Source: an optimization exercise on an open RTL-to-GDS flow (aim: small area). Production flows keep margins and buffers that such runs may drop.
Only simulation tests tie the RTL to the original design; equivalence was not proved.
Power and IR drop assume default switching activity.

## constraint.sdc

```tcl
create_clock -name core_clock -period 10.0 [get_ports {clk}]
set_input_delay 2.0000 -clock core_clock [delete_from_list [all_inputs] [get_ports {clk}]]
set_output_delay 2.0000 -clock core_clock [all_outputs]
set_load 0.01 [all_outputs]
```

## config.mk

```make
export PLATFORM = sky130hd
export DESIGN_NAME = uart_fink_top
export DESIGN_NICKNAME = uart_fink_top
export VERILOG_FILES = /design/flow/design.v
export SDC_FILE = /design/flow/constraint.sdc
export NUM_CORES = 4
export LEC_CHECK = 0
export CAP_MARGIN = 20
export CORE_MARGIN = 2
export CORE_UTILIZATION = 40
export PLACE_DENSITY = 0.6
export SLEW_MARGIN = 20
```

## design.v

```verilog
module encode(
    input [MSG_SIZE-1:0] msg_in,
    output reg [2*(MSG_SIZE+2*(2*STEP + 1))-1:0] msg_out
);
    localparam STEP = 0;
    localparam MSG_SIZE = 6;
    localparam CODED_MSG_SIZE = 2*(MSG_SIZE+2*(2*STEP + 1));
    integer i;
    reg [MSG_SIZE+2-1:0] msg;
    always @(*) begin
        msg = { {(2*STEP+1){1'b0}}, msg_in, {(2*STEP+1){1'b0}} };
        for (i = 0; i < MSG_SIZE+2; i = i + 1) begin
            msg_out[2*i] = msg[i];
            if (STEP <= i && i < MSG_SIZE+2 - STEP - 1) begin
                msg_out[2*i+1] = msg[i-STEP] ^ msg[i+STEP+1];
            end else begin
                msg_out[2*i+1] = 1'b0;
            end
        end
    end
endmodule
module decode(
    input [2*(MSG_SIZE + 2*(2*STEP+1))-1:0] msg_in,
    output reg [MSG_SIZE-1:0] msg_out
);
    localparam STEP = 0;
    localparam MSG_SIZE = 6;
    localparam CODED_MSG_SIZE = 2*(MSG_SIZE+2*(2*STEP + 1));
    integer i;
    reg [CODED_MSG_SIZE/2-1:0] a;  
    reg [CODED_MSG_SIZE/2-1:0] b;  
    always @(*) begin
        for (i = 0; i < CODED_MSG_SIZE; i = i + 2) begin
            a[i/2] = msg_in[i];
        end
        for (i = 1; i < CODED_MSG_SIZE; i = i + 2) begin
            b[(i-1)/2] = msg_in[i];
        end
        for (i = 0; i < MSG_SIZE; i = i + 1) begin
            if (i < MSG_SIZE - (4*STEP + 2)) begin
                if ((a[i] ^ a[i+2*STEP+1]) != b[i+STEP] &&
                    (a[i+2*STEP+1] ^ a[i+4*STEP+2]) != b[i+3*STEP+1]) begin
                    a[i+2*STEP+1] = ~a[i+2*STEP+1];
                end
            end
        end
        msg_out = a[2*STEP+1+:MSG_SIZE+2*STEP+1];
    end
endmodule
module transmitter(
    input wire clk,
    input wire rst,
    input wire start,
    input wire msg_select,   
    input wire baud_select,  
    input wire [MSG_SIZE-1:0] input_message,  
    output reg tx  
);
    parameter BAUD_RATE_2400 = 2400;       
    parameter BAUD_RATE_1200 = 1200; 
    parameter CLK_FREQ = 27000000;        
    reg [31:0] ticks_per_bit;
    localparam COOLDOWN_TICKS = CLK_FREQ;  
    parameter MSG_SIZE = 6;
    parameter STEP = 0;                   
    localparam CODED_MSG_SIZE = 2 * (MSG_SIZE + 2 * (2 * STEP + 1));
    localparam IDLE = 2'b00;
    localparam TRANSMIT_START = 2'b01;
    localparam TRANSMIT_DATA = 2'b10;
    integer bit_index;
    reg [31:0] bit_counter;                   
    reg [31:0] cooldown_counter;         
    reg cooldown_active;                     
    reg [1:0] state;                    
    wire [CODED_MSG_SIZE-1:0] coded_message;  
    encode uut(
        .msg_in(~input_message),
        .msg_out(coded_message)
    );
    always @(posedge clk or posedge rst) begin
        if (rst) begin
            tx <= 1;
            state <= IDLE;
            bit_index <= 0;
            bit_counter <= 0;
            cooldown_counter <= 0;
            cooldown_active <= 0;
            ticks_per_bit <= CLK_FREQ / BAUD_RATE_2400;  
        end else begin
            if (baud_select)
                ticks_per_bit <= CLK_FREQ / BAUD_RATE_2400;
            else
                ticks_per_bit <= CLK_FREQ / BAUD_RATE_1200;
            if (cooldown_active) begin
                if (cooldown_counter == COOLDOWN_TICKS - 1) begin
                    cooldown_active <= 0;  
                    cooldown_counter <= 0;
                end else begin
                    cooldown_counter <= cooldown_counter + 1;
                end
            end
            case (state)
                IDLE: begin
                    tx <= 1;  
                    if (start && !cooldown_active) begin
                        bit_index <= 0;
                        bit_counter <= 0;
                        cooldown_active <= 1;  
                        cooldown_counter <= 0;
                        state <= TRANSMIT_START;
                    end
                end
                TRANSMIT_START: begin
                    if (bit_counter == ticks_per_bit - 1) begin
                        tx <= 0;  
                        bit_counter <= 0;
                        state <= TRANSMIT_DATA;
                    end else begin
                        bit_counter <= bit_counter + 1;
                    end
                end
                TRANSMIT_DATA: begin
                    if (bit_counter == ticks_per_bit - 1) begin
                        if ((msg_select && bit_index == CODED_MSG_SIZE) ||
                            (!msg_select && bit_index == MSG_SIZE))
                            tx <= 1;  
                        else if (msg_select)
                            tx <= coded_message[bit_index];  
                        else
                            tx <= ~input_message[bit_index];  
                        bit_counter <= 0;
                        bit_index <= bit_index + 1;
                        if ((msg_select && bit_index == CODED_MSG_SIZE) ||
                            (!msg_select && bit_index == MSG_SIZE)) begin
                            bit_index <= 0;
                            state <= IDLE;
                        end
                    end else begin
                        bit_counter <= bit_counter + 1;
                    end
                end
                default: state <= IDLE;  
            endcase
        end
    end
endmodule
module receiver(
    input wire clk,
    input wire rst,
    input wire tx,
    input wire msg_select,    
    input wire baud_select,   
    output reg [MSG_SIZE-1:0] output_message
);
    parameter BAUD_RATE_2400 = 2400;
    parameter BAUD_RATE_1200 = 1200;
    parameter CLK_FREQ = 27000000;
    localparam STEP = 0;
    localparam MSG_SIZE = 6;
    localparam CODED_MSG_SIZE = 2 * (MSG_SIZE + 2 * (2 * STEP + 1));
    integer bit_index;
    reg [31:0] bit_counter;
    reg [31:0] ticks_per_bit;
    reg [1:0] state;
    reg [MSG_SIZE-1:0] uncoded_message;       
    reg [CODED_MSG_SIZE-1:0] coded_message;   
    localparam IDLE = 2'b00;
    localparam RECEIVE_START = 2'b01;
    localparam RECEIVE_DATA = 2'b10;
    localparam RECEIVE_STOP = 2'b11;
    wire [MSG_SIZE-1:0] decoded_message;
    decode uut(
        .msg_in(coded_message),
        .msg_out(decoded_message)
    );
    always @(posedge clk or posedge rst) begin
        if (rst)
            ticks_per_bit <= CLK_FREQ / BAUD_RATE_2400;
        else if (baud_select)
            ticks_per_bit <= CLK_FREQ / BAUD_RATE_2400;   
        else
            ticks_per_bit <= CLK_FREQ / BAUD_RATE_1200;   
    end
    always @(posedge clk or posedge rst) begin
        if (rst) begin
            state <= IDLE;
            output_message <= 0;
        end else
        case (state)
            IDLE: begin
                if (!tx) begin
                    bit_counter <= ticks_per_bit / 2;  
                    bit_index <= 0;
                    state <= RECEIVE_START;
                end
            end
            RECEIVE_START: begin
                if (bit_counter == ticks_per_bit - 1) begin
                    bit_counter <= 0;
                    state <= RECEIVE_DATA;
                end else begin
                    bit_counter <= bit_counter + 1;
                end
            end
            RECEIVE_DATA: begin
                if (bit_counter == ticks_per_bit - 1) begin
                    bit_counter <= 0;
                    if (msg_select) begin
                        coded_message[bit_index] <= tx;
                    end else begin
                        uncoded_message[bit_index] <= tx;
                    end
                    bit_index <= bit_index + 1;
                    if ((msg_select && bit_index == CODED_MSG_SIZE - 1) || 
                        (!msg_select && bit_index == MSG_SIZE - 1)) begin
                        bit_index <= 0;
                        state <= RECEIVE_STOP;
                    end
                end else begin
                    bit_counter <= bit_counter + 1;
                end
            end
            RECEIVE_STOP: begin
                if (bit_counter == ticks_per_bit - 1) begin
                    bit_counter <= 0;
                    state <= IDLE;
                    if (msg_select) begin
                        output_message <= ~decoded_message;  
                    end else begin
                        output_message <= ~uncoded_message;  
                    end
                end else begin
                    bit_counter <= bit_counter + 1;
                end
            end
        endcase
    end
endmodule
module uart_fink_top(
    input  wire       clk,
    input  wire       rst,
    input  wire       tx_start,
    input  wire       tx_msg_select,
    input  wire       tx_baud_select,
    input  wire [5:0] tx_message,
    output wire       tx,
    input  wire       rx,
    input  wire       rx_msg_select,
    input  wire       rx_baud_select,
    output wire [5:0] rx_message
);
    localparam CLK_FREQ = 2700000;
    transmitter #(.CLK_FREQ(CLK_FREQ)) u_tx(
        .clk(clk),
        .rst(rst),
        .start(tx_start),
        .msg_select(tx_msg_select),
        .baud_select(tx_baud_select),
        .input_message(tx_message),
        .tx(tx)
    );
    receiver #(.CLK_FREQ(CLK_FREQ)) u_rx(
        .clk(clk),
        .rst(rst),
        .tx(rx),
        .msg_select(rx_msg_select),
        .baud_select(rx_baud_select),
        .output_message(rx_message)
    );
endmodule
```

## run.sh

```bash
#!/bin/bash
# synth_recipe.tcl (not shown) runs the flow's synth.tcl, then flattens the netlist and writes it again
# the make line also repeats each setting of config.mk as NAME=value (left out here)
make -C /OpenROAD-flow-scripts/flow DESIGN_CONFIG=/design/flow/config.mk WORK_HOME=/design/flow/orfs CLKGATE_MAP_FILE= SYNTH_SCRIPT=/design/flow/synth_recipe.tcl finish
```

==> impl_summary.log, run 1 <==
[metrics] run status: finished clean
[metrics] Clock Tree Root: clkbuf_16
[metrics] largest net degree at the start of global routing: 60
[metrics] maximum fanout encountered on the critical timing path: 7
[metrics] placed cell count: 1697
[metrics] number of buffers inserted during clock tree synthesis: 17
[metrics] Avg Inst Size Synth: 9.152 µm²
[metrics] max-cap violation count: 0
[metrics] worst setup path class: in -> reg
[metrics] static leakage power: 5.042 nW
[metrics] total power per unit cell area: 123.0 mW/mm²
[metrics] count of routing violations after the opening detailed-route iteration: 497
[metrics] width of the die: 178.8 µm
[metrics] Setup Buffers After CTS: 0
[metrics] critical path buffer and inverter count: 2
[metrics] number of instances in the synthesized netlist: 1336
[metrics] total number of vias: 9532
[metrics] DR WL/cell: 15.16 µm
[metrics] number of global-route vias before repair: 9006
[metrics] initial antenna violation count: 0
[metrics] total core area: 0.03035 mm²
[metrics] vertical die dimension: 178.8 µm
[metrics] Clock transition at path regs: 0.09 ns
[metrics] fraction of layout instances using a drive strength above 1: 6.822%
[metrics] number of levels the H-tree was split into: 4
[metrics] total detailed-routing wirelength: 26230 µm
[metrics] final clock skew: 0.02096 ns
[metrics] cell family with most CP delay: simple AND/OR/NAND/NOR gates
[metrics] Yosys Warn Count: 4
[metrics] initial core utilization: 40.29%
[metrics] Layout Cells excl Fill: 1730
[metrics] Post-Route Setup TNS: 0 ns
[metrics] share of flip-flops with an asynchronous set or reset after synthesis: 57.73%
[metrics] kind of end point of the critical path: flop
[metrics] total power: 0.001648 W
[metrics] fraction of synthesized cell area taken by the top area cell type: 22.31%
[metrics] overall global routing resource usage: 16.95%
[metrics] TritonCTS sink count: 194
[metrics] worst-case setup margin in the final layout: 5.575 ns
[metrics] maximum clock frequency: 226.0 MHz
[metrics] total count of hold-check failures in the final report: 0
[metrics] half-perimeter wire length of the detailed placement result: 18080 µm
[metrics] CTS max path bufs: 2
[metrics] critical-path cell list: clkdlybuf4s50_1, nand2b_1, a2111oi_0, buf_4, and2_1, and3_1, nand4_1, or3_1, a21oi_1
[metrics] synth unique cells: 81
[metrics] count of TritonRoute iterations in the first routing pass: 5
[metrics] antenna violation net count after detailed routing: 0
[metrics] most instantiated flip-flop cell in the synthesis netlist: dfrtp_1
[metrics] worst-margin pin slew: 1.072 ns
[metrics] largest cells by area after synthesis: dfrtp_1 (22%), edfxtp_1 (20%), xor2_1 (7.3%)
[metrics] Critical Path Slowest Stage Cell: a2111oi_0
[metrics] final core area utilization: 44.15%
[metrics] final number of max-transition violations: 0
[metrics] fraction of the yosys area taken by sequential cells: 43.09%
[metrics] delay contributed by the slowest stage of the critical path: 0.64 ns
[metrics] minimum setup slack after placement: 5.089 ns
[metrics] Worst Setup Start Kind: primary input
[metrics] TritonCTS clock tree: yes
[metrics] Post-Synthesis Net Count: 1376
[metrics] cell accounting for the most synthesized area: dfrtp_1
[metrics] post-CTS resize count: 0
[metrics] final period utilization: 44.25%
[metrics] final weighted congestion in routability-driven placement: 0.8556
[metrics] number of placement rows: 64
[metrics] data required time of the worst path: 10.38 ns
[metrics] path class of the lowest-slack min-delay path: reg -> reg
[metrics] number of I/O port buffers: 20
[metrics] cell with the most instances after synthesis: nor2_1
[metrics] list of most frequent post-synthesis cells: nor2_1 (187), nand2_1 (115), dfrtp_1 (109)
[metrics] count of inserted antenna diode cells: 0
[metrics] minimum period implied by the final worst setup slack: 4.425 ns
[metrics] setup repair after global routing missed its margin: false
[metrics] worst path arrival time: 4.80 ns
[metrics] ports placed on the boundary: 21
[metrics] worst skew pair latency: 0.45 ns
[metrics] number of flops mapped to enable cells by yosys: 82
[metrics] layout overhead on the synthesized area: 9.599%
[metrics] die footprint: 0.03198 mm²
[metrics] nets@finish: 1361
[metrics] Overflow after GRT: 0
[metrics] number of vias per cell: 5.510
[metrics] first-pass GRT wire length: 44510 µm
[metrics] number of hold-repair buffers added at the cts stage: 0
[metrics] post-route DRC violation count: 0
[metrics] worst slew margin relative to its limit: 28.55%
[metrics] maximum ir drop on the vdd rail: 0.1320 mV
[metrics] synthesized flop and latch total: 194
[metrics] Post-Synthesis Cell Area: 0.01223 mm²
[metrics] Final Setup Violations: 0
## power breakdown
part / internal, W / leakage (nW) / switching (W)
combinational: 0.0000318 / 2.54 / 0.0000363
clock: 0.000343 / 0.291 / 0.000364
sequential: 0.000847 / 2.21 / 0.0000253
total: 0.00122 / 5.04 / 0.000426
## sequential cells by signal (all words and copies together) (netlist names)
name and cells:
u_tx.cooldown_counter 32, u_rx.bit_index 32, u_tx.bit_counter 32, u_rx.output_message 6, u_rx.state 2, u_rx.bit_counter 32
u_tx.state 2, u_tx.ticks_per_bit 2, u_rx.uncoded_message 6, u_tx.tx 1, u_rx.ticks_per_bit 2, u_tx.cooldown_active 1
u_tx.bit_index 32, u_rx.coded_message 12
## routing by layer
| metal | vias up | global-route usage, % | share of wire, % |
|---|---|---|---|
| met3 | 31 | 2.417 | 2.6 |
| li1 | 4788 | - | - |
| met5 | - | 0 | 0 |
| met1 | 4573 | 23.44 | 49 |
| met2 | 140 | 27.66 | 47 |
| met4 | 0 | 4.810 | 1.5 |
## worst paths after layout
path | end | cells past startpoint | startpoint | slack (ns)
max | u_tx.bit_counter[29]$_DFFE_PP0P_ | 9 | tx_start | 5.57
min | u_rx.output_message[0]$_DFFE_PP0P_ | 2 | u_rx.output_message[0]$_DFFE_PP0P_ | 0.49
max reg2reg | u_rx.coded_message[0]$_DFFE_PP_ | 10 | u_rx.bit_index[0]$_SDFFCE_PP0P_ | 5.70
min reg2reg | u_rx.output_message[0]$_DFFE_PP0P_ | 2 | u_rx.output_message[0]$_DFFE_PP0P_ | 0.49
max in group asynchronous | u_tx.bit_counter[24]$_DFFE_PP0P_ | 3 | rst | 6.68
min in group asynchronous | u_rx.output_message[3]$_DFFE_PP0P_ | 2 | rst | 2.10
## worst reg2reg max path: cells and delay by family (launching register included)
| family | cells | cell delay [ns] |
|---|---|---|
| AND/OR/NAND/NOR | 4 | 1.87 |
| AO/OA/AOI/OAI | 3 | 0.76 |
| adder cells (fa/ha/maj) | 1 | 0.29 |
| buffers and inverters | 1 | 0.18 |
| multiplexers | 1 | 0.34 |
| flip-flops | 1 | 0.60 |
## area by class of cell
cell class | count | area, µm²
fill | 2969 | 16950
multi-input combinational | 1039 | 6575
sequential | 194 | 5269
tap | 396 | 495.5
clock buffer | 17 | 425.4
timing repair buffer | 33 | 317.8
clock inverter | 15 | 180.2
inverter | 36 | 137.6
## cell families (layout without fill, tap and decap cells)
logic type                 Yosys count  in the layout  share of synthesized area [%]
and+or+nand+nor                    649            649                          27.57
DFF                                194            194                          43.09
buffers and inverters              103            101                          3.397
muxes                               35             35                          3.162
AOI/OAI and AO/OA                  177            177                          9.231
adders and majority gates           26             26                          2.661
xor gates and xnor gates           152            152                          10.89
## through the flow
| stage | cell area, µm² | hold WS (ns) |
|---|---|---|
| 6_report | 13400 | 0.4897 |
| 5_1_grt | 13400 | 0.5330 |
| 4_1_cts | 13370 | 0.4971 |
| 3_5_place_dp | 12770 | 0.4769 |
| 3_3_place_gp | 12770 | 0.4669 |
| 2_1_floorplan | 12230 | 0.4725 |
## cell usage in the layout, fill, tap and decap left out, drive strengths merged, types with 5 or more instances in the layout
master / synthesis / routed
nor2b: 12 / 12
a21o: 5 / 5
a211oi: 7 / 7
clkdlybuf4s50: 0 / 20
nand3: 70 / 70
or2: 5 / 5
inv: 35 / 44
a31oi: 7 / 7
mux2i: 6 / 6
nor2: 187 / 187
edfxtp: 82 / 82
o21ai: 62 / 62
o31ai: 6 / 6
nand2: 115 / 115
and4: 17 / 17
nand4: 56 / 56
and3: 33 / 33
xor2: 102 / 102
nand2b: 9 / 9
mux2: 29 / 29
xnor2: 50 / 50
a21oi: 39 / 39
ha: 26 / 26
and2: 6 / 6
nor3: 35 / 35
or4: 9 / 9
clkbuf: 52 / 17
nor4: 53 / 53
buf: 15 / 13
nor3b: 7 / 7
clkinv: 1 / 6
or3: 17 / 17
dfrtp: 109 / 109
==> inputs of run 2 (changes only) <==
==> design.v (replaced) <==
module encode(
    input  [5:0]  msg_in,
    output [15:0] msg_out
);
    wire [7:0] p = {1'b0, msg_in, 1'b0};
    genvar i;
    generate
        for (i = 0; i < 8; i = i + 1) begin : g
            assign msg_out[2*i] = p[i];
            if (i < 7) begin : g_par
                assign msg_out[2*i+1] = p[i] ^ p[i+1];
            end else begin : g_last
                assign msg_out[2*i+1] = 1'b0;
            end
        end
    endgenerate
endmodule
module decode(
    input  wire s,
    input  wire pend,
    input  wire bq,
    input  wire x,
    input  wire valid,
    output wire a_out,
    output wire s_out
);
    wire s_nx = pend ^ bq ^ x;
    wire flip = valid & s & s_nx;
    assign a_out = pend ^ flip;
    assign s_out = s_nx & ~(valid & s);
endmodule
module transmitter(
    input  wire       clk,
    input  wire       rst,
    input  wire       start,
    input  wire       msg_select,    
    input  wire       baud_select,   
    input  wire [5:0] input_message,
    output reg        tx
);
    parameter CLK_FREQ = 27000000;
    localparam BLK = CLK_FREQ / 2400;         
    localparam NBLK = CLK_FREQ / BLK;         
    reg        act;      
    reg        busy;     
    reg [10:0] p;
    reg [11:0] q;
    wire pw = &(p | ~(BLK - 1));
    wire qe = &(q | ~(NBLK - 1));
    always @(posedge clk) begin
        p <= (act & ~pw) ? p + 11'd1 : 11'd0;
        q <= (act & ~(pw & qe)) ? q + {11'd0, pw} : 12'd0;
    end
    wire [4:0] r = baud_select ? q[4:0] : q[5:1];
    wire evt = busy & pw & (baud_select | q[0]);
    wire [15:0] coded;
    encode u_enc(.msg_in(~input_message), .msg_out(coded));
    wire [4:0] c = r - 5'd1;
    wire last = msg_select ? (r == 5'd17) : (r == 5'd7);
    wire dbit = msg_select ? coded[c[3:0]] : (~input_message[c[2:0]]);
    wire nxt = (r == 5'd0) ? 1'b0 : (last ? 1'b1 : dbit);
    always @(posedge clk or posedge rst) begin
        if (rst) begin
            act <= 1'b0;
            busy <= 1'b0;
            tx <= 1'b1;
        end else begin
            act <= act ? ~(pw & qe) : start;
            if (busy) begin
                if (evt) begin
                    tx <= nxt;
                    if (last) busy <= 1'b0;
                end
            end else if (start & ~act) begin
                busy <= 1'b1;
            end
        end
    end
endmodule
module receiver(
    input  wire       clk,
    input  wire       rst,
    input  wire       tx,            
    input  wire       msg_select,    
    input  wire       baud_select,   
    output reg  [5:0] output_message
);
    parameter CLK_FREQ = 27000000;
    localparam BLK = CLK_FREQ / 2400;
    reg        busy;
    reg [10:0] p;
    reg [5:0]  j;
    reg        pend;     
    reg [4:0]  m;        
    reg        s;        
    reg        bq;       
    wire pw = &(p | ~(BLK - 1));
    wire [4:0] r = baud_select ? j[4:0] : j[5:1];
    wire evt = busy & pw & (baud_select | ~j[0]) & (r != 5'd0);
    wire last = msg_select ? (r == 5'd17) : (r == 5'd7);
    wire smp = evt & ~last;
    wire sh = smp & (~msg_select | (r[0] & (r <= 5'd13)));
    wire valid = msg_select & (r == 5'd5 | r == 5'd7 | r == 5'd9 | r == 5'd11);
    wire a_fin, s_nx;
    decode u_dec(.s(s), .pend(pend), .bq(bq), .x(tx), .valid(valid),
                 .a_out(a_fin), .s_out(s_nx));
    always @(posedge clk) begin
        p <= (busy & ~pw) ? p + 11'd1 : ((~busy & baud_select) ? BLK / 2 : 11'd0);
        j <= busy ? j + {5'd0, pw} : 6'd0;
        if (sh) begin
            pend <= tx;
            m <= {a_fin, m[4:1]};
            s <= s_nx;
        end
        if (smp & msg_select & ~r[0])
            bq <= tx;
    end
    always @(posedge clk or posedge rst) begin
        if (rst) begin
            busy <= 1'b0;
            output_message <= 6'd0;
        end else if (busy) begin
            if (evt & last) begin
                busy <= 1'b0;
                output_message <= ~{pend, m};
            end
        end else if (~tx) begin
            busy <= 1'b1;
        end
    end
endmodule
module uart_fink_top(
    input  wire       clk,
    input  wire       rst,
    input  wire       tx_start,
    input  wire       tx_msg_select,
    input  wire       tx_baud_select,
    input  wire [5:0] tx_message,
    output wire       tx,
    input  wire       rx,
    input  wire       rx_msg_select,
    input  wire       rx_baud_select,
    output wire [5:0] rx_message
);
    localparam CLK_FREQ = 2700000;
    transmitter #(.CLK_FREQ(CLK_FREQ)) u_tx(
        .clk(clk),
        .rst(rst),
        .start(tx_start),
        .msg_select(tx_msg_select),
        .baud_select(tx_baud_select),
        .input_message(tx_message),
        .tx(tx)
    );
    receiver #(.CLK_FREQ(CLK_FREQ)) u_rx(
        .clk(clk),
        .rst(rst),
        .tx(rx),
        .msg_select(rx_msg_select),
        .baud_select(rx_baud_select),
        .output_message(rx_message)
    );
endmodule
==> run 2 against run 1 <==
Effect of this change:
- maximum frequency rose by 0.79%
- first-iteration DRC count shrank 80%
- sequential cell count is 136 lower
- wire length shrank 80%
- worst setup slack improved by 0.035 ns
==> impl_summary.log, run 2 <==
[metrics] run status: finished clean (unchanged)
[metrics] number of instances in the synthesized netlist: 304 (was 1336)
[metrics] CTS max path bufs: 2 (unchanged)
[metrics] global-route met1 utilization: 17.28% (was 23.44%)
[metrics] Final Setup Violations: 0 (unchanged)
[metrics] maximum ir drop on the vdd rail: 0.09757 mV (was 0.1320 mV)
[metrics] minimum setup slack after placement: 5.171 ns (was 5.089 ns)
[metrics] initial core utilization: 40.73% (was 40.29%)
[metrics] total core area: 0.007176 mm² (was 0.03035 mm²)
[metrics] number of hold-repair buffers added at the cts stage: 0 (unchanged)
[metrics] count of routing violations after the opening detailed-route iteration: 101 (was 497)
[metrics] static leakage power: 1.341 nW (was 5.042 nW)
[metrics] count of inserted antenna diode cells: 0 (unchanged)
[metrics] registers with the highest flip-flop counts: u_tx.q: 12 flops, u_rx.p: 11 flops, u_tx.p: 11 flops
[metrics] number of levels the H-tree was split into: 3 (was 4)
[metrics] max-cap violation count: 0 (unchanged)
[metrics] overall global routing resource usage: 14.35% (was 16.95%)
[metrics] final clock skew: 0.005442 ns (was 0.02096 ns)
[metrics] Switching Share: 19.51% (was 25.85%)
[metrics] worst setup path startpoint: tx_baud_select (was tx_start)
[metrics] Largest register FFs: 12
[metrics] Post-Synthesis Net Count: 325 (was 1376)
[metrics] ports placed on the boundary: 21 (unchanged)
[metrics] final weighted congestion in routability-driven placement: 0.8499 (was 0.8556)
[metrics] worst path arrival time: 4.64 ns (was 4.80 ns)
[metrics] leading cell type in the layout, fill and taps excluded: nor2_1 (unchanged)
[metrics] fraction of synthesized cell area taken by the top area cell type: 27.40% (was 22.31%)
[metrics] cell accounting for the most synthesized area: dfxtp_1 (was dfrtp_1)
[metrics] maximum clock frequency: 227.8 MHz (was 226.0 MHz)
[metrics] Critical Path End: u_tx.tx$_DFFE_PP1P_ (was u_tx.bit_counter[29]$_DFFE_PP0P_)
[metrics] Overflow after GRT: 0 (unchanged)
[metrics] share of flip-flops with an asynchronous set or reset after synthesis: 17.24% (was 57.73%)
[metrics] die footprint: 0.008007 mm² (was 0.03198 mm²)
[metrics] half-perimeter wire length of the detailed placement result: 3799 µm (was 18080 µm)
[metrics] Final Hold Slack: 0.4401 ns (was 0.4897 ns)
[metrics] TritonCTS sink count: 58 (was 194)
[metrics] number of flops mapped to enable cells by yosys: 8 (was 82)
[metrics] number of global-route vias before repair: 2035 (was 9006)
[metrics] synthesized flop and latch total: 58 (was 194)
[metrics] synth unique cells: 57 (was 81)
[metrics] worst skew pair latency: 0.33 ns (was 0.45 ns)
[metrics] width of the die: 89.48 µm (was 178.8 µm)
[metrics] Clock transition at path regs: 0.06 ns (was 0.09 ns)
[metrics] final number of max-transition violations: 0 (unchanged)
[metrics] Yosys Warn Count: 2 (was 4)
[metrics] internal power component: 0.0003788 W (was 0.001222 W)
[metrics] nets@finish: 346 (was 1361)
[metrics] list of most frequent post-synthesis cells: nor2_1 (46), dfxtp_1 (40), xor2_1 (20) (was nor2_1 (187), nand2_1 (115), dfrtp_1 (109))
[metrics] critical register-to-register path startpoint: u_tx.q[1]$_SDFF_PN0_ (was u_rx.bit_index[0]$_SDFFCE_PP0P_)
[metrics] highest-count cells in the layout ignoring fill and taps: nor2_1 (46), dfxtp_1 (40), xor2_1 (20), clkdlybuf4s50_1 (20), nand2_1 (18) (was nor2_1 (187), nand2_1 (115), dfrtp_1 (109))
[metrics] count of TritonRoute iterations in the first routing pass: 4 (was 5)
[metrics] fraction of layout instances using a drive strength above 1: 8.788% (was 6.822%)
[metrics] total number of vias: 2153 (was 9532)
[metrics] Post-Synthesis Cell Area: 0.002923 mm² (was 0.01223 mm²)
[metrics] initial antenna violation count: 0 (unchanged)
[metrics] Worst Setup Start Kind: primary input (unchanged)
[metrics] TritonCTS clock tree: yes (unchanged)
[metrics] most instantiated flip-flop cell in the synthesis netlist: dfxtp_1 (was dfrtp_1)
[metrics] Avg Inst Size Synth: 9.614 µm² (was 9.152 µm²)
[metrics] kind of end point of the critical path: flop (unchanged)
[metrics] antenna violation net count after detailed routing: 0 (unchanged)
[metrics] cell depth of the worst flop-to-flop path: 8 (was 10)
[metrics] maximum fanout encountered on the critical timing path: 11 (was 7)
[metrics] Most flops, register: u_tx.q
[metrics] largest net degree at the start of global routing: 14 (was 60)
[metrics] P_sw: 0.00009179 W (was 0.0004260 W)
[metrics] combinational cell fraction of total power: 2.8% (was 4.1%)
[metrics] path class of the lowest-slack min-delay path: reg -> reg (unchanged)
[metrics] reg-to-reg critical path endpoint: u_tx.tx$_DFFE_PP1P_ (was u_rx.coded_message[0]$_DFFE_PP_)
[metrics] most crowded layer after global routing: met2 (unchanged)
[metrics] worst-margin pin slew: 0.6361 ns (was 1.072 ns)
[metrics] total power: 0.0004706 W (was 0.001648 W)
[metrics] post-CTS resize count: 0 (unchanged)
[metrics] number of vias per cell: 5.019 (was 5.510)
[metrics] final period utilization: 43.91% (was 44.25%)
[metrics] Clock Tree Root: clkbuf_8 (was clkbuf_16)
[metrics] data required time of the worst path: 10.25 ns (was 10.38 ns)
[metrics] startpoint of the lowest-slack hold path: u_rx.m[0]$_DFFE_PP_ (was u_rx.output_message[0]$_DFFE_PP0P_)
[metrics] minimum period implied by the final worst setup slack: 4.391 ns (was 4.425 ns)
[metrics] total count of hold-check failures in the final report: 0 (unchanged)
[metrics] fraction of the yosys area taken by sequential cells: 44.22% (was 43.09%)
[metrics] vertical die dimension: 89.48 µm (was 178.8 µm)
[metrics] number of buffers inserted during clock tree synthesis: 9 (was 17)
[metrics] filler cell count: 693 (was 2969)
[metrics] post-route DRC violation count: 0 (unchanged)
[metrics] total power per unit cell area: 139.8 mW/mm² (was 123.0 mW/mm²)
[metrics] sequential group share of total power: 50.2% (was 52.9%)
[metrics] DR WL/cell: 12.07 µm (was 15.16 µm)
[metrics] total detailed-routing wirelength: 5178 µm (was 26230 µm)
[metrics] layout overhead on the synthesized area: 15.15% (was 9.599%)
[metrics] worst slew margin relative to its limit: 57.59% (was 28.55%)
[metrics] first-pass GRT wire length: 8838 µm (was 44510 µm)
[metrics] setup repair after global routing missed its margin: false (unchanged)
[metrics] Post-Route Setup TNS: 0 ns (unchanged)
[metrics] clock share of power: 47.0% (was 42.9%)
[metrics] met3 capacity usage during global routing: 6.464% (was 2.417%)
[metrics] worst-case setup margin in the final layout: 5.609 ns (was 5.575 ns)
[metrics] number of I/O port buffers: 20 (unchanged)
[metrics] worst setup path class: in -> reg (unchanged)
[metrics] cell with the most instances after synthesis: nor2_1 (unchanged)
[metrics] number of placement rows: 31 (was 64)
[metrics] routing usage on met2: 23.50% (was 27.66%)
[metrics] largest cells by area after synthesis: dfxtp_1 (27%), edfxtp_1 (8.2%), dfrtp_1 (7.7%) (was dfrtp_1 (22%), edfxtp_1 (20%), xor2_1 (7.3%))
[metrics] Setup Buffers After CTS: 0 (unchanged)
[metrics] flop-to-flop setup slack: 7.57 ns (was 5.70 ns)
[run 2: changes by cell type in the layout (fill, tap and decap cells not counted), moves of 25 or more]
cell and delta:
nand4_1 -47, o21ai_0 -49, and3_1 -27, xnor2_1 -37, nor3_1 -25, a21oi_1 -29
dfrtp_1 -100, nand2_1 -97, nand3_1 -53, edfxtp_1 -74, dfxtp_1 +40, nor2_1 -141
xor2_1 -82, nor4_1 -44
[run 2: cell families after synthesis]
kind of cell | count (synthesis) | share of synthesized area, %
compound gates | 41 | 9.718
simple gates | 125 | 21.32
fa+ha+maj | 7 | 2.996
xor+xnor | 34 | 10.83
buf+inv | 26 | 5.308
mux | 13 | 5.608
flops | 58 | 44.22
[run 2: metrics by stage]
step | util, % | instance area, µm² | cells
2_1_floorplan | - | 2923 | 304
3_3_place_gp | 43.92 | 3152 | 413
3_5_place_dp | 43.92 | 3152 | 413
4_1_cts | 46.82 | 3359 | 429
5_1_grt | 46.91 | 3366 | 429
6_report | 46.91 | 3366 | 429
[run 2: power by group through the flow]
stage          clock network, W   logic [W]  registers [W]
3_3_place_gp                  0   0.0000131       0.000241
6_report               0.000221   0.0000132       0.000236
4_1_cts                0.000228   0.0000132       0.000236
3_5_place_dp                  0   0.0000131       0.000241
2_1_floorplan                 0  0.00000589       0.000241
5_1_grt                0.000240   0.0000144       0.000236
[run 2: worst max-delay path, stage by stage]
cell             delay, ns
clkdlybuf4s50_1       0.75
mux2_2                0.50
inv_1                 0.09
ha_1                  0.32
and2b_2               0.24
or4b_1                0.47
o311a_1               0.15
nand3_2               0.07
a21oi_2               0.05
[run 2: per-layer routing]
metal  vias up  routed length, µm
met5         -                  0
met4         0                 40
met2        25               2407
met1      1010               2533
met3         7                197
li1       1111                  -
[run 2: final cells by class]
type,instances,area [µm²],share of cell area (%)
Sequential cell,58,1292,38.40
Clock buffer,14,172.7,5.130
Multi-Input combinational cell,220,1481,44.01
Timing Repair Buffer,20,200.2,5.948
Clock inverter,2,35.03,1.041
Tap cell,99,123.9,3.680
Inverter,16,60.06,1.784
[run 2: how the worst min path moves through the flow]
stage	to	slack [ns]	cells after the start
floorplan	u_rx.output_message[0]$_DFFE_PP0P_	0.40	1
global placement	u_rx.output_message[0]$_DFFE_PP0P_	0.42	1
detailed placement	u_rx.output_message[0]$_DFFE_PP0P_	0.44	1
CTS	u_rx.output_message[3]$_DFFE_PP0P_	0.45	1
global route	u_rx.output_message[4]$_DFFE_PP0P_	0.46	1
finish	u_rx.output_message[0]$_DFFE_PP0P_	0.44	1
==> inputs of run 3 (changes only) <==
--- a/design.v
+++ b/design.v
@@ -47,6 +47,8 @@
     reg [11:0] q;
-    wire pw = &(p | ~(BLK - 1));
+    localparam [10:0] P_END = 11'b11101011101;
+    localparam [10:0] P_MASK = 11'b11110011011;
+    wire pw = ~|((p ^ P_END) & P_MASK);
     wire qe = &(q | ~(NBLK - 1));
     always @(posedge clk) begin
-        p <= (act & ~pw) ? p + 11'd1 : 11'd0;
+        p <= (act & ~pw) ? {p[9:0], ~(p[10] ^ p[8])} : 11'd0;
         q <= (act & ~(pw & qe)) ? q + {11'd0, pw} : 12'd0;
@@ -96,3 +98,6 @@
     reg        bq;       
-    wire pw = &(p | ~(BLK - 1));
+    localparam [10:0] P_END = 11'b11101011101;
+    localparam [10:0] P_MASK = 11'b11110011011;
+    localparam [10:0] P_HALF = 11'b01001001001;
+    wire pw = ~|((p ^ P_END) & P_MASK);
     wire [4:0] r = baud_select ? j[4:0] : j[5:1];
@@ -107,3 +112,3 @@
     always @(posedge clk) begin
-        p <= (busy & ~pw) ? p + 11'd1 : ((~busy & baud_select) ? BLK / 2 : 11'd0);
+        p <= (busy & ~pw) ? {p[9:0], ~(p[10] ^ p[8])} : ((~busy & baud_select) ? P_HALF : 11'd0);
         j <= busy ? j + {5'd0, pw} : 6'd0;
==> flow/run.sh (new file) <==
#!/bin/bash
# Own layout flow: the standard ORFS flow (standard.sh) with three changes
# to how the layout is made, each set through ORFS's own hooks:
#  - port buffers are sky130_fd_sc_hd__buf_1 (the default picks a 10 um2 delay cell);
#  - CTS builds its usual H-tree from clkbuf_4 cells, without dummy load cells;
#  - after floorplan, cells are swapped to their smallest drive strength.
# Every tool's output goes to a log file in the work folder.
set -euo pipefail
here=$(cd "$(dirname "${BASH_SOURCE[0]}")" && pwd)
export BUFFER_PORTS_ARGS="-buffer_cell sky130_fd_sc_hd__buf_1"
export CTS_ARGS="-sink_clustering_enable -repair_clock_nets -buf_list sky130_fd_sc_hd__clkbuf_4 -dont_use_dummy_load"
export POST_FLOORPLAN_TCL="$here/downsize.tcl"
bash standard.sh > standard_flow.log 2>&1
==> flow/downsize.tcl (new file) <==
# Swap every standard cell for the smallest-area cell of the same family
# (same name up to the drive-strength suffix, hence the same function and
# pins).  Timing has several ns of slack here; later repair_design and
# repair_timing steps fix any slew, capacitance or timing the swap breaks.
set lib_cells {}
foreach lc [get_lib_cells sky130_fd_sc_hd__*] {
  lappend lib_cells [get_name $lc]
}
set dont_use $::env(DONT_USE_CELLS)
proc cell_area { name } {
  set m [[ord::get_db] findMaster $name]
  return [expr {[$m getWidth] * [$m getHeight]}]
}
set swapped 0
foreach inst [[ord::get_db_block] getInsts] {
  set master [[$inst getMaster] getName]
  if {![regexp {^(sky130_fd_sc_hd__[a-z0-9]+)_([0-9]+)$} $master -> base drive]} { continue }
  if {[regexp {tap|fill|decap|clkbuf|clkinv|clkdly|dlygate|conb|diode} $base]} { continue }
  set best $master
  set best_area [cell_area $master]
  foreach cand [lsearch -all -inline -glob $lib_cells ${base}_*] {
    if {![regexp "^${base}_\[0-9\]+\$" $cand]} { continue }
    if {[lsearch -exact $dont_use $cand] >= 0} { continue }
    if {[[ord::get_db] findMaster $cand] eq "NULL"} { continue }
    set a [cell_area $cand]
    if {$a < $best_area} { set best $cand; set best_area $a }
  }
  if {$best ne $master} {
    replace_cell [get_cells [$inst getName]] [get_lib_cells $best]
    incr swapped
  }
}
puts "downsize: $swapped cells swapped to a smaller drive"
==> standard.sh (new file) <==
#!/bin/bash
# synth_recipe.tcl (not shown) runs the flow's synth.tcl, then flattens the netlist and writes it again
# the make line also repeats each setting of config.mk as NAME=value (left out here)
make -C /OpenROAD-flow-scripts/flow DESIGN_CONFIG=/design/flow/config.mk WORK_HOME=/design/flow/orfs CLKGATE_MAP_FILE= SYNTH_SCRIPT=/design/flow/synth_recipe.tcl "${@:-finish}"
removed: run.sh
==> run 3 against run 2 <==
Effect of this change:
- non-clock buffer count rose by 1
- total power increased by 1.3%
- largest cell class is now registers
- critical endpoint unchanged
- design area fell by 17%
- via count shrank 14%
- largest power group unchanged
- critical path depth did not move
- still clean
- sequential share of layout area increased by 7.9 points
- synthesized area decreased by 9.2%
- highest routed layer unchanged
==> impl_summary.log, run 3 <==
[metrics] Most flops, register: u_tx.q (unchanged)
[metrics] placed cell count: 348 (was 413)
[metrics] initial antenna violation count: 0 (unchanged)
[metrics] maximum ir drop on the vdd rail: 0.1092 mV (was 0.09757 mV)
[metrics] fraction of the yosys area taken by sequential cells: 48.73% (was 44.22%)
[metrics] post-route DRC violation count: 0 (unchanged)
[metrics] number of instances in the synthesized netlist: 261 (was 304)
[metrics] ports placed on the boundary: 21 (unchanged)
[metrics] TritonCTS sink count: 58 (unchanged)
[metrics] Avg Inst Size Synth: 10.16 µm² (was 9.614 µm²)
[metrics] Post-Synthesis Net Count: 280 (was 325)
[metrics] Synth Area in Simple Gates: 19.25% (was 21.32%)
[metrics] Post-Route Setup TNS: 0 ns (unchanged)
[metrics] number of vias per cell: 5.174 (was 5.019)
[metrics] worst slew margin relative to its limit: 60.75% (was 57.59%)
[metrics] largest cells by area after synthesis: dfxtp_1 (30%), edfxtp_1 (9.1%), dfrtp_1 (8.5%) (was dfxtp_1 (27%), edfxtp_1 (8.2%), dfrtp_1 (7.7%))
[metrics] number of global-route vias before repair: 1787 (was 2035)
[metrics] number of buffers inserted during clock tree synthesis: 9 (unchanged)
[metrics] number of levels the H-tree was split into: 3 (unchanged)
[metrics] TritonCTS clock tree: yes (unchanged)
[metrics] run status: finished clean (unchanged)
[metrics] initial core utilization: 41.54% (was 40.73%)
[metrics] width of the die: 85.44 µm (was 89.48 µm)
[metrics] xor and xnor area share after synthesis: 7.547% (was 10.83%)
[metrics] final weighted congestion in routability-driven placement: 0.8185 (was 0.8499)
[metrics] Clock Tree Root: clkbuf_4 (was clkbuf_8)
[metrics] total count of hold-check failures in the final report: 0 (unchanged)
[metrics] final clock skew: 0.02727 ns (was 0.005442 ns)
[metrics] synth unique cells: 49 (was 57)
[metrics] total detailed-routing wirelength: 4722 µm (was 5178 µm)
[metrics] setup repair after global routing missed its margin: false (unchanged)
[metrics] total power per unit cell area: 170.7 mW/mm² (was 139.8 mW/mm²)
[metrics] layout overhead on the synthesized area: 5.283% (was 15.15%)
[metrics] number of hold-repair buffers added at the cts stage: 0 (unchanged)
[metrics] Layout Cells excl Fill: 357 (was 429)
[metrics] nets@finish: 301 (was 346)
[metrics] fraction of the mapped netlist area in compound gates: 9.764% (was 9.717%)
[metrics] die footprint: 0.007299 mm² (was 0.008007 mm²)
[metrics] fraction of synthesized cell area taken by the top area cell type: 30.19% (was 27.40%)
[metrics] count of routing violations after the opening detailed-route iteration: 103 (was 101)
[metrics] overall global routing resource usage: 13.97% (was 14.35%)
[metrics] cell accounting for the most synthesized area: dfxtp_1 (unchanged)
[metrics] Largest register FFs: 12 (unchanged)
[metrics] total core area: 0.006386 mm² (was 0.007176 mm²)
[metrics] count of TritonRoute iterations in the first routing pass: 4 (unchanged)
[metrics] worst-margin pin slew: 0.5866 ns (was 0.6361 ns)
[metrics] highest-count cells in the layout ignoring fill and taps: dfxtp_1 (40), nor2_1 (29), buf_1 (20) (was nor2_1 (46), dfxtp_1 (40), xor2_1 (20), clkdlybuf4s50_1 (20), nand2_1 (18))
[metrics] Setup Buffers After CTS: 0 (unchanged)
[metrics] synthesized flop and latch total: 58 (unchanged)
[metrics] data required time of the worst path: 10.29 ns (was 10.25 ns)
[metrics] total number of vias: 1847 (was 2153)
[metrics] path class of the lowest-slack min-delay path: reg -> reg (unchanged)
[metrics] number of placement rows: 29 (was 31)
[metrics] fraction of layout instances using a drive strength above 1: 5.714% (was 8.788%)
[metrics] arithmetic-cell share of the synthesized area counting full adders, half adders and majority gates: 2.358% (was 2.997%)
[metrics] Clock transition at path regs: 0.11 ns (was 0.06 ns)
[metrics] Post-Synthesis Cell Area: 0.002653 mm² (was 0.002923 mm²)
[metrics] Worst Setup Start Kind: primary input (unchanged)
[metrics] worst setup path class: in -> reg (unchanged)
[metrics] number of flops mapped to enable cells by yosys: 8 (unchanged)
[metrics] largest family of logic cells by synthesized area: simple AND/OR/NAND/NOR gates (unchanged)
[metrics] cell with the most instances after synthesis: dfxtp_1 (was nor2_1)
[metrics] leading cell type in the layout, fill and taps excluded: dfxtp_1 (was nor2_1)
[metrics] list of most frequent post-synthesis cells: dfxtp_1 (40), nor2_1 (29), inv_1 (17) (was nor2_1 (46), dfxtp_1 (40), xor2_1 (20))
[metrics] final period utilization: 40.81% (was 43.91%)
[metrics] number of I/O port buffers: 20 (unchanged)
[metrics] kind of end point of the critical path: flop (unchanged)
[metrics] vertical die dimension: 85.44 µm (was 89.48 µm)
[metrics] max-cap violation count: 0 (unchanged)
[metrics] CTS max path bufs: 2 (unchanged)
[metrics] static leakage power: 1.130 nW (was 1.341 nW)
[metrics] registers with the highest flip-flop counts: u_tx.q: 12 flops, u_rx.p: 11 flops, u_tx.p: 11 flops (unchanged)
[metrics] worst skew pair latency: 0.38 ns (was 0.33 ns)
[metrics] minimum period implied by the final worst setup slack: 4.081 ns (was 4.391 ns)
[metrics] maximum clock frequency: 245.0 MHz (was 227.8 MHz)
[metrics] post-CTS resize count: 0 (unchanged)
[metrics] half-perimeter wire length of the detailed placement result: 3364 µm (was 3799 µm)
[metrics] most instantiated flip-flop cell in the synthesis netlist: dfxtp_1 (unchanged)
[metrics] worst path arrival time: 4.37 ns (was 4.64 ns)
[metrics] count of inserted antenna diode cells: 0 (unchanged)
[metrics] share of flip-flops with an asynchronous set or reset after synthesis: 17.24% (unchanged)
[metrics] multiplexer area fraction after synthesis: 7.311% (was 5.608%)
[metrics] antenna violation net count after detailed routing: 0 (unchanged)
[metrics] final number of max-transition violations: 0 (unchanged)
[metrics] Overflow after GRT: 0 (unchanged)
[metrics] first-pass GRT wire length: 8031 µm (was 8838 µm)
[metrics] Yosys Warn Count: 2 (unchanged)
[metrics] maximum fanout encountered on the critical timing path: 11 (unchanged)
[metrics] largest net degree at the start of global routing: 14 (unchanged)
[metrics] Final Setup Violations: 0 (unchanged)
[metrics] DR WL/cell: 13.23 µm (was 12.07 µm)
==> run 3: cell families (layout without fill, tap and decap cells) <==
logic type / Yosys count / in the layout
xor+xnor: 22 / 22
simple gates: 96 / 96
buf+inv: 28 / 47
flops: 58 / 58
fa+ha+maj: 5 / 5
mux: 17 / 17
compound gates: 35 / 35
==> run 3: report_power, final <==
group / switching (W) / total [W] / internal (W) / leakage, nW
Clock: 0.0000721 / 0.000114 / 0.0000418 / 0.0414
Combinational: 0.0000230 / 0.0000584 / 0.0000354 / 0.596
Sequential: 0.0000227 / 0.000304 / 0.000282 / 0.492
Total: 0.000118 / 0.000477 / 0.000359 / 1.13
==> run 3: stage by stage <==
stage          hold WS, ns  worst slack [ns]  utilization [%]  cell area [µm²]  total power [W]
2_1_floorplan       0.4018             6.288                -             2653        0.0003511
3_3_place_gp        0.4070             5.665            42.67             2725        0.0003646
3_5_place_dp        0.4146             5.571            42.67             2725        0.0003681
4_1_cts             0.4286             5.953            43.73             2793        0.0004819
5_1_grt             0.4577             5.759            43.73             2793        0.0005030
6_report            0.4225             5.919            43.73             2793        0.0004766
==> run 3: critical path, stage by stage <==
cell and delay, ns:
buf_1 0.42, mux2_1 0.45, inv_1 0.08, ha_1 0.23, xnor2_1 0.46, mux4_2 0.38, nand2_1 0.08, o311ai_1 0.09
a31oi_1 0.18
==> run 3: layout make-up <==
class | instances | area [µm²]
Clock buffer | 9 | 67.56
Timing Repair Buffer | 21 | 82.58
Inverter | 17 | 63.81
Fill cell | 622 | 3593
Multi-Input combinational cell | 175 | 1190
Sequential cell | 58 | 1292
Tap cell | 77 | 96.34
==> run 3: path summary, 6_finish.rpt <==
kind	startpoint	cells after the start	endpoint	slack, ns
worst min-delay path	u_rx.m[0]$_DFFE_PP_	1	u_rx.output_message[0]$_DFFE_PP0P_	0.42
worst max-delay path	tx_baud_select	9	u_tx.tx$_DFFE_PP1P_	5.92
max in group asynchronous	rst	2	u_tx.tx$_DFFE_PP1P_	8.04
min in group asynchronous	rst	2	u_rx.output_message[4]$_DFFE_PP0P_	1.58
worst max register to register	u_tx.q[1]$_SDFF_PN0_	8	u_tx.tx$_DFFE_PP1P_	7.60
worst min register to register	u_rx.m[0]$_DFFE_PP_	1	u_rx.output_message[0]$_DFFE_PP0P_	0.42
==> run 3: per-layer routing <==
metal  global-route usage, %  vias up  wire, µm
met3                   3.988       10       152
met4                   7.071        0       103
met1                   18.73      862      2491
met2                   20.53       26      1975
met5                       0        -         0
li1                        -      949         -
==> inputs of run 4 (changes only) <==
--- a/design.v
+++ b/design.v
@@ -93,3 +93,4 @@
     reg [10:0] p;
-    reg [5:0]  j;
+    reg        h;        
+    reg [4:0]  j;
     reg        pend;     
@@ -102,4 +103,4 @@
     wire pw = ~|((p ^ P_END) & P_MASK);
-    wire [4:0] r = baud_select ? j[4:0] : j[5:1];
-    wire evt = busy & pw & (baud_select | ~j[0]) & (r != 5'd0);
+    wire [4:0] r = j;
+    wire evt = busy & pw & (baud_select | ~h) & (r != 5'd0);
     wire last = msg_select ? (r == 5'd17) : (r == 5'd7);
@@ -113,3 +114,4 @@
         p <= (busy & ~pw) ? {p[9:0], ~(p[10] ^ p[8])} : ((~busy & baud_select) ? P_HALF : 11'd0);
-        j <= busy ? j + {5'd0, pw} : 6'd0;
+        h <= busy & (h ^ (pw & ~baud_select));
+        j <= busy ? j + {4'd0, pw & (baud_select | h)} : 5'd0;
         if (sh) begin
==> run 4 against run 3 <==
Effect of this change:
- final cell count rose by 2.0%
- clock power barely moved
- critical endpoint unchanged
- largest power group unchanged
- worst setup slack got worse by 0.054 ns
- maximum frequency fell by 1.3%
- critical path type unchanged
- highest routed layer unchanged
- utilization rose by 0.31 points
==> impl_summary.log, run 4 <==
[metrics] total core area: 0.006350 mm² (was 0.006386 mm²)
[metrics] post-CTS resize count: 0 (unchanged)
[metrics] critical path buffer and inverter count: 2 (unchanged)
[metrics] first-pass GRT wire length: 7776 µm (was 8031 µm)
[metrics] Final Hold Slack: 0.4310 ns (was 0.4225 ns)
[metrics] initial antenna violation count: 0 (unchanged)
[metrics] total power per unit cell area: 170.8 mW/mm² (was 170.7 mW/mm²)
[metrics] run status: finished clean (unchanged)
[metrics] sequential group share of total power: 63.8% (about the same)
[metrics] number of flops mapped to enable cells by yosys: 8 (unchanged)
[metrics] worst-margin pin slew: 0.6212 ns (was 0.5866 ns)
[metrics] Clock Tree Root: clkbuf_4 (unchanged)
[metrics] initial core utilization: 41.18% (was 41.54%)
[metrics] total count of hold-check failures in the final report: 0 (unchanged)
[metrics] worst setup path startpoint: tx_baud_select (unchanged)
[metrics] fraction of the yosys area taken by sequential cells: 49.43% (was 48.73%)
[metrics] Setup Buffers After CTS: 0 (unchanged)
[metrics] largest net degree at the start of global routing: 15 (was 14)
[metrics] maximum clock frequency: 241.8 MHz (was 245.0 MHz)
[metrics] post-route DRC violation count: 0 (unchanged)
[metrics] worst-case setup margin in the final layout: 5.864 ns (was 5.919 ns)
[metrics] list of most frequent post-synthesis cells: dfxtp_1 (40), nor2_1 (26), inv_1 (19) (was dfxtp_1 (40), nor2_1 (29), inv_1 (17))
[metrics] synthesized flop and latch total: 58 (unchanged)
[metrics] Switching Share: 24.27% (was 24.73%)
[metrics] total number of vias: 1854 (was 1847)
[metrics] static leakage power: 1.142 nW (was 1.130 nW)
[metrics] max-cap violation count: 0 (unchanged)
[metrics] antenna violation net count after detailed routing: 0 (unchanged)
[metrics] most numerous cell on the critical path: mux2_2
[metrics] worst setup path class: in -> reg (unchanged)
[metrics] clock share of power: 23.2% (was 23.9%)
[metrics] final clock skew: 0.02241 ns (was 0.02727 ns)
[metrics] combinational cell fraction of total power: 13.1% (was 12.3%)
[metrics] flop-to-flop setup slack: 7.45 ns (was 7.60 ns)
[metrics] Most flops, register: u_tx.q (unchanged)
[metrics] number of placement rows: 29 (unchanged)
[metrics] Critical Path End: u_tx.tx$_DFFE_PP1P_ (unchanged)
[metrics] ports placed on the boundary: 21 (unchanged)
[metrics] number of I/O port buffers: 20 (unchanged)
[metrics] worst path arrival time: 4.44 ns (was 4.37 ns)
[metrics] Overflow after GRT: 0 (unchanged)
[metrics] final period utilization: 41.36% (was 40.81%)
[metrics] worst skew pair latency: 0.38 ns (about the same)
[metrics] minimum setup slack after placement: 5.484 ns (was 5.571 ns)
[metrics] Avg Inst Size Synth: 9.685 µm² (was 10.16 µm²)
[metrics] worst slew margin relative to its limit: 58.29% (was 60.75%)
[metrics] die footprint: 0.007200 mm² (was 0.007299 mm²)
[metrics] cell accounting for the most synthesized area: dfxtp_1 (unchanged)
[metrics] cell depth of the worst flop-to-flop path: 8 (unchanged)
[metrics] final weighted congestion in routability-driven placement: 0.8259 (was 0.8185)
[metrics] Clock transition at path regs: 0.09 ns (was 0.11 ns)
[metrics] data required time of the worst path: 10.30 ns (was 10.29 ns)
[metrics] half-perimeter wire length of the detailed placement result: 3177 µm (was 3364 µm)
[metrics] vertical die dimension: 84.86 µm (was 85.44 µm)
[metrics] count of TritonRoute iterations in the first routing pass: 4 (unchanged)
[metrics] highest-count cells in the layout ignoring fill and taps: dfxtp_1 (40), nor2_1 (26), buf_1 (20) (was dfxtp_1 (40), nor2_1 (29), buf_1 (20))
[metrics] nets@finish: 308 (was 301)
[metrics] critical-path cell list: buf_1, mux2_2, inv_1, ha_1, xnor2_1, mux2i_1, mux2_2, a31oi_1, o211ai_1 (was buf_1, mux2_1, inv_1, ha_1, xnor2_1, mux4_2, nand2_1, o311ai_1, a31oi_1)
[metrics] number of instances in the synthesized netlist: 270 (was 261)
[metrics] maximum ir drop on the vdd rail: 0.1120 mV (was 0.1092 mV)
[metrics] CTS max path bufs: 2 (unchanged)
[metrics] share of flip-flops with an asynchronous set or reset after synthesis: 17.24% (unchanged)
[metrics] critical register-to-register path startpoint: u_tx.q[1]$_SDFF_PN0_ (unchanged)
[metrics] Largest register FFs: 12 (unchanged)
[metrics] Yosys Warn Count: 2 (unchanged)
[metrics] Crit path depth: 9 (unchanged)
[metrics] synth unique cells: 44 (was 49)
[metrics] Post-Route Setup TNS: 0 ns (unchanged)
[metrics] path class of the lowest-slack min-delay path: reg -> reg (unchanged)
[metrics] DR WL/cell: 12.42 µm (was 13.23 µm)
[metrics] layout overhead on the synthesized area: 6.938% (was 5.283%)
[metrics] Worst Setup Start Kind: primary input (unchanged)
[metrics] number of vias per cell: 5.093 (was 5.174)
[metrics] internal power component: 0.0003618 W (was 0.0003587 W)
[metrics] most instantiated flip-flop cell in the synthesis netlist: dfxtp_1 (unchanged)
[metrics] minimum period implied by the final worst setup slack: 4.136 ns (was 4.081 ns)
[metrics] Post-Synthesis Cell Area: 0.002615 mm² (was 0.002653 mm²)
[metrics] count of inserted antenna diode cells: 0 (unchanged)
[metrics] overall global routing resource usage: 13.76% (was 13.97%)
[metrics] maximum fanout encountered on the critical timing path: 14 (was 11)
[metrics] P_sw: 0.0001159 W (was 0.0001179 W)
[metrics] largest cells by area after synthesis: dfxtp_1 (31%), edfxtp_1 (9.2%), dfrtp_1 (8.6%) (was dfxtp_1 (30%), edfxtp_1 (9.1%), dfrtp_1 (8.5%))
[metrics] final number of max-transition violations: 0 (unchanged)
[metrics] reg-to-reg critical path endpoint: u_tx.tx$_DFFE_PP1P_ (unchanged)
[metrics] total detailed-routing wirelength: 4520 µm (was 4722 µm)
[metrics] Post-Synthesis Net Count: 289 (was 280)
[metrics] setup repair after global routing missed its margin: false (unchanged)
[metrics] number of levels the H-tree was split into: 3 (unchanged)
[metrics] number of hold-repair buffers added at the cts stage: 0 (unchanged)
[metrics] number of buffers inserted during clock tree synthesis: 9 (unchanged)
[metrics] Final Setup Violations: 0 (unchanged)
[metrics] kind of end point of the critical path: flop (unchanged)
[metrics] cell family with most CP delay: multiplexers (unchanged)
[metrics] TritonCTS clock tree: yes (unchanged)
[metrics] registers with the highest flip-flop counts: u_tx.q: 12 flops, u_rx.p: 11 flops, u_tx.p: 11 flops (unchanged)
[metrics] fraction of synthesized cell area taken by the top area cell type: 30.62% (was 30.19%)
[metrics] TritonCTS sink count: 58 (unchanged)
[metrics] delay contributed by the slowest stage of the critical path: 0.53 ns (was 0.46 ns)
[metrics] Critical Path Slowest Stage Cell: xnor2_1 (unchanged)
[metrics] width of the die: 84.86 µm (was 85.44 µm)
[metrics] cell with the most instances after synthesis: dfxtp_1 (unchanged)
[metrics] leading cell type in the layout, fill and taps excluded: dfxtp_1 (unchanged)
[metrics] number of global-route vias before repair: 1682 (was 1787)
[metrics] count of routing violations after the opening detailed-route iteration: 120 (was 103)
[metrics] fraction of layout instances using a drive strength above 1: 6.969% (was 5.714%)
[run 4: changes by cell type in the layout (fill, tap and decap cells not counted), moves of 4 or more]
cell | before | now
nand4_1 | 7 | 2
and2_1 | 12 | 6
nand3_1 | 8 | 12
a21oi_1 | 6 | 10
and3_1 | 12 | 16
[run 4: per-layer routing]
metal  part of all wire [%]  vias up  routed length (µm)  global-route usage [%]
met3                    4.8        2                 218                   6.809
met2                     44       35                1970                   19.18
met5                      0        -                   0                       0
met1                     51      853                2307                   19.05
met4                   0.53        0                  24                   3.608
li1                       -      964                   -                       -
[run 4: logic make-up (layout without fill, tap and decap cells)]
group                    count (synthesis)  after routing  share of synthesized area, %
flip-flops                              58             58                         49.43
AO/OA/AOI/OAI                           39             39                         9.187
multiplexers                            16             16                         6.268
AND/OR/NAND/NOR                        101            101                         20.96
adder cells (fa/ha/maj)                  5              5                         2.392
XOR/XNOR                                19             19                         6.651
buffers and inverters                   32             49                         5.120
[run 4: layout make-up]
type	count	area (µm²)
clock buffers	9	67.56
fillers	628	3553
inverters	19	71.32
multi-input cells	180	1186
flip-flops and latches	58	1292
well taps	77	96.34
repair buffers	21	82.58
[run 4: how the worst min path moves through the flow]
stage	start	cells past startpoint	end	slack [ns]
final	u_rx.m[0]$_DFFE_PP_	1	u_rx.output_message[0]$_DFFE_PP0P_	0.43
after global routing	u_rx.p[5]$_SDFF_PN0_	1	u_rx.p[6]$_DFF_P_	0.46
after CTS	u_rx.m[0]$_DFFE_PP_	1	u_rx.output_message[0]$_DFFE_PP0P_	0.44
after detailed placement	u_rx.m[0]$_DFFE_PP_	1	u_rx.output_message[0]$_DFFE_PP0P_	0.42
after global placement	u_rx.m[0]$_DFFE_PP_	1	u_rx.output_message[0]$_DFFE_PP0P_	0.41
after floorplan	u_rx.m[0]$_DFFE_PP_	1	u_rx.output_message[0]$_DFFE_PP0P_	0.40
[run 4: stage by stage]
| step | cells | util, % | power (W) | area [µm²] |
|---|---|---|---|---|
| floorplan | 270 | - | 0.0003550 | 2615 |
| global placement | 355 | 42.90 | 0.0003716 | 2724 |
| detailed placement | 355 | 42.90 | 0.0003723 | 2724 |
| CTS | 364 | 43.96 | 0.0004864 | 2791 |
| global route | 364 | 44.04 | 0.0005102 | 2796 |
| finish | 364 | 44.04 | 0.0004777 | 2796 |
[run 4: power groups by stage]
| stage | combinational, W | clock [W] | sequential, W |
|---|---|---|---|
| floorplan | 0.0000521 | 0 | 0.000303 |
| global placement | 0.0000613 | 0 | 0.000310 |
| detailed placement | 0.0000624 | 0 | 0.000310 |
| CTS | 0.0000632 | 0.000118 | 0.000305 |
| global route | 0.0000724 | 0.000128 | 0.000310 |
| finish | 0.0000624 | 0.000111 | 0.000305 |
==> inputs of run 5 (changes only) <==
==> flow/run.sh (replaced) <==
#!/bin/bash
# Own layout flow: the standard ORFS flow (standard.sh) with these changes
# to how the layout is made:
#  - after the standard synthesis, the logic between the flip-flops is mapped
#    again for area (reabc.tcl); the flip-flops stay exactly as synthesised;
#  - port buffers are sky130_fd_sc_hd__buf_1 (the default picks a 10 um2 delay cell);
#  - CTS builds its usual H-tree from clkbuf_4 cells, without dummy load cells;
#  - after floorplan, cells are swapped to their smallest drive strength.
# Every tool's output goes to a log file of its own in the work folder.
set -euo pipefail
here=$(cd "$(dirname "${BASH_SOURCE[0]}")" && pwd)
res=$PWD/orfs/results/sky130hd/uart_fink_top/base

bash standard.sh synth > flow_synth.log 2>&1

cp "$res/1_2_yosys.v" "$res/1_2_yosys_standard.v"
LIB_FILE=$FLOW_HOME/platforms/sky130hd/lib/sky130_fd_sc_hd__tt_025C_1v80.lib \
REABC_IN="$res/1_2_yosys_standard.v" REABC_OUT="$res/1_2_yosys.v" \
REABC_SCRIPT="$here/abc_area.script" \
  yosys -c "$here/reabc.tcl" > flow_reabc.log 2>&1

export BUFFER_PORTS_ARGS="-buffer_cell sky130_fd_sc_hd__buf_1"
export CTS_ARGS="-sink_clustering_enable -repair_clock_nets -buf_list sky130_fd_sc_hd__clkbuf_4 -dont_use_dummy_load"
export POST_FLOORPLAN_TCL="$here/downsize.tcl"
bash standard.sh > flow_layout.log 2>&1
==> flow/abc_area.script (new file) <==
strash
&get -n
&deepsyn -T 10
&dch
&nf
&put
==> flow/reabc.tcl (new file) <==
# Re-map the combinational logic of the standard synthesis for area.
# The flip-flops are kept exactly as the standard synthesis made them (same
# instances, names and cell types): every sequential cell is held as a
# black box while the logic between them is flattened to gates and mapped
# again by ABC with an area-oriented script (abc_area.script beside this file).
yosys -import
set lib $::env(LIB_FILE)
set in_v $::env(REABC_IN)
set out_v $::env(REABC_OUT)
set script $::env(REABC_SCRIPT)

read_liberty -ignore_miss_func $lib
read_verilog $in_v
hierarchy -top uart_fink_top
# sequential cells stay as they are
setattr -mod -set keep_hierarchy 1 sky130_fd_sc_hd__df* sky130_fd_sc_hd__edf* sky130_fd_sc_hd__sdf* sky130_fd_sc_hd__dl*
flatten
opt_clean -purge
abc -liberty $lib -dont_use *probe* -dont_use *lpflow* -script $script
# cells ABC chose that the netlist did not use before
read_liberty -lib -ignore_redef $lib
opt_clean -purge
hilomap -singleton -hicell sky130_fd_sc_hd__conb_1 HI -locell sky130_fd_sc_hd__conb_1 LO
insbuf -buf sky130_fd_sc_hd__buf_4 A X
splitnets
opt_clean -purge
select uart_fink_top
stat -liberty $lib
check -assert
write_verilog -noattr -nohex -nodec -selected $out_v
==> run 5 against run 4 <==
Effect of this change:
- register-to-register slack got worse by 0.27 ns
- worst hold slack got worse by 0.0079 ns
- count of clock-buffer cells in the layout is the same
- synthesized cell count is 10% lower
- non-clock buffer count stayed put
- combinational power fell by 0.8%
- via count shrank 3.2%
- sequential cell count unchanged
- sequential power is essentially flat
- design area shrank 5.8%
- largest power group unchanged
- highest routed layer unchanged
==> impl_summary.log, run 5 <==
[metrics] registers with the highest flip-flop counts: u_tx.q: 12 flops, u_rx.p: 11 flops, u_tx.p: 11 flops (unchanged)
[metrics] number of instances in the synthesized netlist: 242 (was 270)
[metrics] number of hold-repair buffers added at the cts stage: 0 (unchanged)
[metrics] leading cell type in the layout, fill and taps excluded: dfxtp_1 (unchanged)
[metrics] data required time of the worst path: 10.29 ns (was 10.30 ns)
[metrics] maximum clock frequency: 222.8 MHz (was 241.8 MHz)
[metrics] count of routing violations after the opening detailed-route iteration: 64 (was 120)
[metrics] DR WL/cell: 12.56 µm (was 12.42 µm)
[metrics] worst-margin pin slew: 0.9800 ns (was 0.6212 ns)
[metrics] delay contributed by the slowest stage of the critical path: 0.90 ns (was 0.53 ns)
[metrics] minimum setup slack after placement: 4.924 ns (was 5.484 ns)
[metrics] static leakage power: 0.9672 nW (was 1.142 nW)
[metrics] total number of vias: 1794 (was 1854)
[metrics] worst setup path class: in -> reg (unchanged)
[metrics] worst-case setup margin in the final layout: 5.511 ns (was 5.864 ns)
[metrics] Most flops, register: u_tx.q (unchanged)
[metrics] Worst Setup Start Kind: primary input (unchanged)
[metrics] CTS max path bufs: 2 (unchanged)
[metrics] internal power component: 0.0003581 W (was 0.0003618 W)
[metrics] run status: finished clean (unchanged)
[metrics] final weighted congestion in routability-driven placement: 0.8409 (was 0.8259)
[metrics] critical path buffer and inverter count: 1 (was 2)
[metrics] worst path arrival time: 4.78 ns (was 4.44 ns)
[metrics] number of levels the H-tree was split into: 3 (unchanged)
[metrics] Layout Cells excl Fill: 341 (was 364)
[metrics] number of placement rows: 28 (was 29)
[metrics] sequential group share of total power: 64.0% (was 63.8%)
[metrics] count of TritonRoute iterations in the first routing pass: 4 (unchanged)
[metrics] Setup Buffers After CTS: 0 (unchanged)
[metrics] Clock transition at path regs: 0.08 ns (was 0.09 ns)
[metrics] initial antenna violation count: 0 (unchanged)
[metrics] post-route DRC violation count: 0 (unchanged)
[metrics] Final Instance Area: 0.002634 mm² (was 0.002796 mm²)
[metrics] ports placed on the boundary: 21 (unchanged)
[metrics] P_sw: 0.0001179 W (was 0.0001159 W)
[metrics] cell family with most CP delay: compound AO/OA/AOI/OAI gates (was multiplexers)
[metrics] antenna violation net count after detailed routing: 0 (unchanged)
[metrics] number of I/O port buffers: 20 (unchanged)
[metrics] Post-Route Setup TNS: 0 ns (unchanged)
[metrics] minimum period implied by the final worst setup slack: 4.489 ns (was 4.136 ns)
[metrics] half-perimeter wire length of the detailed placement result: 3092 µm (was 3177 µm)
[metrics] Overflow after GRT: 0 (unchanged)
[metrics] Avg Inst Size Synth: 10.03 µm² (was 9.685 µm²)
[metrics] critical-path cell list: buf_1, mux2_1, a2111oi_1, or3_1, a21oi_1, o41ai_1, a211oi_1, o31ai_1 (was buf_1, mux2_2, inv_1, ha_1, xnor2_1, mux2i_1, mux2_2, a31oi_1, o211ai_1)
[metrics] hold-critical path depth: 1 (unchanged)
[metrics] nets@finish: 282 (was 308)
[metrics] largest net degree at the start of global routing: 13 (was 15)
[metrics] worst slew margin relative to its limit: 34.49% (was 58.29%)
[metrics] vertical die dimension: 81.90 µm (was 84.86 µm)
-- run 5: changes by cell type in the layout (fill, tap and decap cells not counted), moves of 4 or more --
| cell | change |
|---|---|
| a21oi_1 | +9 |
| and2_0 | +20 |
| and2_1 | -6 |
| and3_1 | -14 |
| clkinv_1 | +9 |
| ha_1 | -5 |
| inv_1 | -19 |
| mux2i_1 | -9 |
| nand3_1 | -5 |
| or3_1 | -4 |
| xor2_1 | -7 |
-- run 5: path summary, 6_finish.rpt --
| check | from | to | slack, ns |
|---|---|---|---|
| worst min-delay path | u_rx.m[3]$_DFFE_PP_ | u_rx.output_message[3]$_DFFE_PP0P_ | 0.42 |
| worst max-delay path | tx_baud_select | u_tx.tx$_DFFE_PP1P_ | 5.51 |
| worst min register to register | u_rx.m[3]$_DFFE_PP_ | u_rx.output_message[3]$_DFFE_PP0P_ | 0.42 |
| min in group asynchronous | rst | u_rx.output_message[5]$_DFFE_PP0P_ | 1.51 |
| max in group asynchronous | rst | u_tx.tx$_DFFE_PP1P_ | 8.22 |
| worst max register to register | u_tx.q[1]$_SDFF_PN0_ | u_tx.tx$_DFFE_PP1P_ | 7.18 |
-- run 5: area by class of cell --
type	instances	area [µm²]
repair buffers	21	82.58
flip-flops and latches	58	1292
fillers	595	3252
well taps	75	93.84
multi-input cells	169	1064
inverters	9	33.78
clock buffers	9	67.56
-- run 5: routing by layer --
layer / GRT usage (%) / vias to the layer above / routed length, µm
met5: 0 / - / 0
met4: 5.000 / 0 / 27
met3: 5.275 / 4 / 168
met2: 20.81 / 31 / 1858
met1: 19.70 / 829 / 2228
li1: - / 930 / -
-- run 5: metrics by stage --
step | power [W] | hold slack [ns]
2_1_floorplan | 0.0003530 | 0.3935
3_3_place_gp | 0.0003702 | 0.3961
3_5_place_dp | 0.0003725 | 0.4197
4_1_cts | 0.0004846 | 0.4255
5_1_grt | 0.0005092 | 0.4347
6_report | 0.0004760 | 0.4231
-- run 5: power groups by stage --
stage / clock network [W] / logic, W / registers, W
2_1_floorplan: 0 / 0.0000502 / 0.000303
3_3_place_gp: 0 / 0.0000607 / 0.000310
3_5_place_dp: 0 / 0.0000629 / 0.000310
4_1_cts: 0.000116 / 0.0000632 / 0.000305
5_1_grt: 0.000128 / 0.0000711 / 0.000310
6_report: 0.000110 / 0.0000619 / 0.000304
